This design comes from an exercise in tuning for small area, a short achievable clock period and few clock cycles on the open sky130 flow, not from production work. The RTL was checked by simulation tests, not by an equivalence proof against the original design. Power is estimated from default activity; no workload was simulated.

// queue_mac_controller
module queue_mac_controller #(parameter data_size= 8, out_data_size= 24, img_address_size = 14, weight_address_size = 8,out_address_size = 17,img_size = 128) (
    input clk,
    input rst,
    input start,
    input [data_size-1:0] img_data,
    input [data_size-1:0] weight_data,
    output [img_address_size -1:0] img_address,
    output [weight_address_size-1:0] weight_address,
    output img_data_ena,
    output weight_data_ena,
    output reg done,
    output reg data_validity,
    output reg [out_address_size-1:0] out_address,
    output [out_data_size-1:0] out_data
    );
    reg        busy;       
    reg        wld;        
    reg [1:0]  q;          
    reg        iss;        
    reg [2:0]  ph;         
    reg [6:0]  c;          
    reg [6:0]  r;          
    reg [6:0]  ra;         
    reg [4:0]  waddr;
    reg        wena;
    wire last_ph = (ph == 3'd5);
    wire last_c  = (c == 7'd127);
  ...
For scale: roughly 4200 cells after synthesis, ~45000 µm² of cells after synthesis.
Settings: LEC_CHECK=0, CAP_MARGIN=20, CORE_MARGIN=2, CORE_UTILIZATION=55, SLEW_MARGIN=20; clock period 9.0 ns.
run.sh (not shown) runs the stock make flow with config.mk's settings and CLKGATE_MAP_FILE= SYNTH_SCRIPT=/design/flow/synth_recipe.tcl, a recipe that flattens the netlist after the stock synthesis.
Testbench counts at the start, summed over its fixed seeds: cycles 762,368.
Rerun with:
- SETUP_SLACK_MARGIN: not set -> 5
After rerunning:
- core utilization stays flat
- non-clock buffer count stays the same
- total power barely changes
- global-route usage stays the same
- die area does not change
- via count is about the same
- count of clock-buffer cells in the layout is unchanged
Rerun with:
- CORE_UTILIZATION: 55 -> 30
- SETUP_SLACK_MARGIN: 5 -> not set
=>
- area after synthesis stays the same
- sequential power is lower by about 2%
- via count came out lower by 1.6%
- total power is lower by 1.0%


Setup of run 1:
queue_mac_controller, a different RTL version from the one above (not shown whole).
For scale: about 4100 cells after synthesis, about 870 flip-flops, roughly 44000 sq um of cells after synthesis.
==> flow/design.v (excerpt) <==
module queue_mac_controller #(parameter data_size= 8, out_data_size= 24, img_address_size = 14, weight_address_size = 8,out_address_size = 17,img_size = 128) (
    input clk,
    input rst,
    input start,
    input [data_size-1:0] img_data,
    input [data_size-1:0] weight_data,
    output [img_address_size -1:0] img_address,
    output [weight_address_size-1:0] weight_address,
    output img_data_ena,
    output weight_data_ena,
    output reg done,
    output reg data_validity,
    output reg [out_address_size-1:0] out_address,
    output [out_data_size-1:0] out_data
    );
    reg        busy;       
    reg        wld;        
    reg [1:0]  q;          
    reg        iss;        
    reg [2:0]  ph;         
    reg [6:0]  c;          
    reg [6:0]  r;          
    reg [6:0]  ra;         
    reg [4:0]  waddr;
    reg        wena;
    wire last_ph = (ph == 3'd5);
    wire last_c  = (c == 7'd127);
    wire last_r  = (r == 7'd122);
    wire iss_end = last_ph & last_c & last_r;
    reg        busy_n, wld_n, iss_n;
    reg [1:0]  q_n;
    reg [2:0]  ph_n;
    reg [6:0]  c_n, r_n, ra_n;
    reg  go;
    wire begin_img = go;
    always @(*) begin
        busy_n = busy; wld_n = wld; iss_n = iss; q_n = q;
        ph_n = last_ph ? 3'd0 : ph + 3'd1;
        c_n = c; r_n = r; ra_n = ra;
        if (begin_img) begin
            busy_n = 1'b1; wld_n = 1'b1; iss_n = 1'b0; q_n = 2'd0; ph_n = 3'd0;
            c_n = 7'd0; r_n = 7'd0; ra_n = 7'd0;
        end else if (f_last[5]) begin
            busy_n = 1'b0; wld_n = 1'b0; iss_n = 1'b0;
        end else if (busy) begin
            if (last_ph) q_n = q + 2'd1;
            if (wld && last_ph && q == 2'd3) begin
                wld_n = 1'b0;
  ...
clock: 9.0 ns
lec_check: 0
cap_margin: 20
core_margin: 2
core_utilization: 55
cts_cluster_diameter: 100
cts_cluster_size: 30
setup_slack_margin: 5
slew_margin: 20
Run 1: done, clean on timing, DRC and antenna
Testbench counts of run 1, summed over its fixed seeds: cycles 762,368.
Input changes introduced in run 2 (baseline for comparison: run 1):
- removing CTS_CLUSTER_SIZE (formerly 30)
- removing CTS_CLUSTER_DIAMETER (formerly 100)
- changing CORE_UTILIZATION from 55 to 45
- removing SETUP_SLACK_MARGIN (formerly 5)
==> flow/flow/run.sh (new file) <==
#!/bin/bash
set -euo pipefail
bash standard.sh "BUFFER_PORTS_ARGS=-buffer_cell sky130_fd_sc_hd__buf_4" \
    SETUP_SLACK_MARGIN=6.2 \
    "CTS_ARGS=-sink_clustering_enable -repair_clock_nets -dont_use_dummy_load -sink_clustering_size 20 -sink_clustering_max_diameter 80" \
    finish > make_finish.log 2>&1
==> flow/standard.sh (new file) <==
#!/bin/bash
# synth_recipe.tcl (not shown) runs the flow's synth.tcl, then flattens the netlist and writes it again
# the make line also repeats each setting of config.mk as NAME=value (left out here)
make -C /OpenROAD-flow-scripts/flow DESIGN_CONFIG=/design/flow/config.mk WORK_HOME=/design/flow/orfs CLKGATE_MAP_FILE= SYNTH_SCRIPT=/design/flow/synth_recipe.tcl "${@:-finish}"
removed: flow/run.sh
Results
- Summary of the comparison: largest fanout on the critical path is lower in run 2, relative to run 1.
- Changes observed in run 2 relative to run 1: post-detailed-placement cell area climbed about 0.3%, combinational fraction of design power went up by 1.2 points, share of final-layout standard cells stronger than drive strength 1 now larger, initial antenna violation count moved down, area of combinational cells with multiple inputs rose by about 1.9%.
- First-iteration DRC count, run 2 vs run 1: down slightly
- Final instance area was higher in run 2 than in run 1.
- When the final numbers for run 2 and run 1 were put side by side, the detailed-router iteration count before antenna repair turned out to be greater in run 2.
- The count of plain and timing-repair buffers in the layout in run 2 is 1.8 times that in run 1.
### run 2 -> run 3
- CORE_UTILIZATION: 45 -> 55
- SETUP_SLACK_MARGIN: unset -> 5
==> flow/run.sh (new file) <==
#!/bin/bash
# synth_recipe.tcl (not shown) runs the flow's synth.tcl, then flattens the netlist and writes it again
# the make line also repeats each setting of config.mk as NAME=value (left out here)
make -C /OpenROAD-flow-scripts/flow DESIGN_CONFIG=/design/flow/config.mk WORK_HOME=/design/flow/orfs CLKGATE_MAP_FILE= SYNTH_SCRIPT=/design/flow/synth_recipe.tcl finish
removed: flow/flow/run.sh
removed: flow/standard.sh
Notes after the runs:
- Run 3 — clock-buffer cell count about 130% higher, run 2 as reference
- Maximum fanout count along the critical path: run 3 vs run 2 up 7
- Period utilization: run 3 higher than run 2
- Run 2 reports its end point of the critical path as out_address[13] while run 3 reports out_address[3].
- Taking run 2 as the reference, in run 3 tightest slew margin relative to the limit lower; final critical-path required period grew by 680 ps.
Relative to run 3, the following input files were edited for run 4:
- SETUP_SLACK_MARGIN removed (was 5)
==> flow/flow/run.sh (new file) <==
#!/bin/bash
set -euo pipefail
bash standard.sh "BUFFER_PORTS_ARGS=-buffer_cell sky130_fd_sc_hd__buf_4" \
    SETUP_SLACK_MARGIN=6.2 finish > make_finish.log 2>&1
==> flow/standard.sh (new file) <==
#!/bin/bash
# synth_recipe.tcl (not shown) runs the flow's synth.tcl, then flattens the netlist and writes it again
# the make line also repeats each setting of config.mk as NAME=value (left out here)
make -C /OpenROAD-flow-scripts/flow DESIGN_CONFIG=/design/flow/config.mk WORK_HOME=/design/flow/orfs CLKGATE_MAP_FILE= SYNTH_SCRIPT=/design/flow/synth_recipe.tcl "${@:-finish}"
removed: flow/run.sh
Notes after the runs:
[run 4] area of all placed cells without fillers rose about 6% relative to run 3
Compared run 4 vs run 3, and part of the power in the clock network is down in run 4.
Summary of run 4 over run 3: number of port buffers ~0 delta, post-route minimum period -670 ps.
Run 3 → run 4: number of optimization iterations in the first detailed-route pass higher; first-pass GRT wire length now larger; minimum setup slack in the final design picked up an extra 670 ps.
When run 4 is set beside run 3, its routed wire length turns out to be 10% larger.
Relative to run 3, the number of CTS-inserted buffers measured on run 4 has decreased slightly.

==> separate check: timing with driven ports <==
The flow's constraints put no driver on any port. The routed layouts listed below were extracted and timed again, unchanged, in two steps.
Step 1 assumes that a clkbuf_16 drives the clock port and a buf_2 every other input.
Step 2, shift: input delay + t, output delay - t, t = (earliest + latest rising clock arrival at the registers) / 2. This alone moves slack from input paths to output paths.
Slacks: no drivers / after step 1 / after step 2; pairs: no drivers / after step 1.
| run | t, ns | setup WS [ns] | slew at the worst register clock pin (ns) |
|---|---|---|---|
| the first run of note 1 | 0.722 | 4.890 / 4.820 / 4.338 | 0.07 / 0.07 |
| the second run of note 1 | 0.722 | 5.246 / 5.176 / 4.670 | 0.07 / 0.07 |
| the third run of note 1 | 0.734 | 4.994 / 4.923 / 4.498 | 0.07 / 0.07 |
| run 1 | 0.707 | 5.373 / 5.301 / 5.326 | 0.12 / 0.12 |
| run 2 | 0.701 | 6.060 / 5.988 / 5.782 | 0.10 / 0.10 |
| run 3 | 0.736 | 5.376 / 5.307 / 5.324 | 0.07 / 0.07 |
| run 4 | 0.742 | 6.042 / 5.971 / 5.791 | 0.07 / 0.07 |
After both steps setup and hold are still met in every run listed. For the second run of note 1, which loses most, drivers alone change the setup slack by -0.070 ns; drivers and shift together by -0.576 ns.
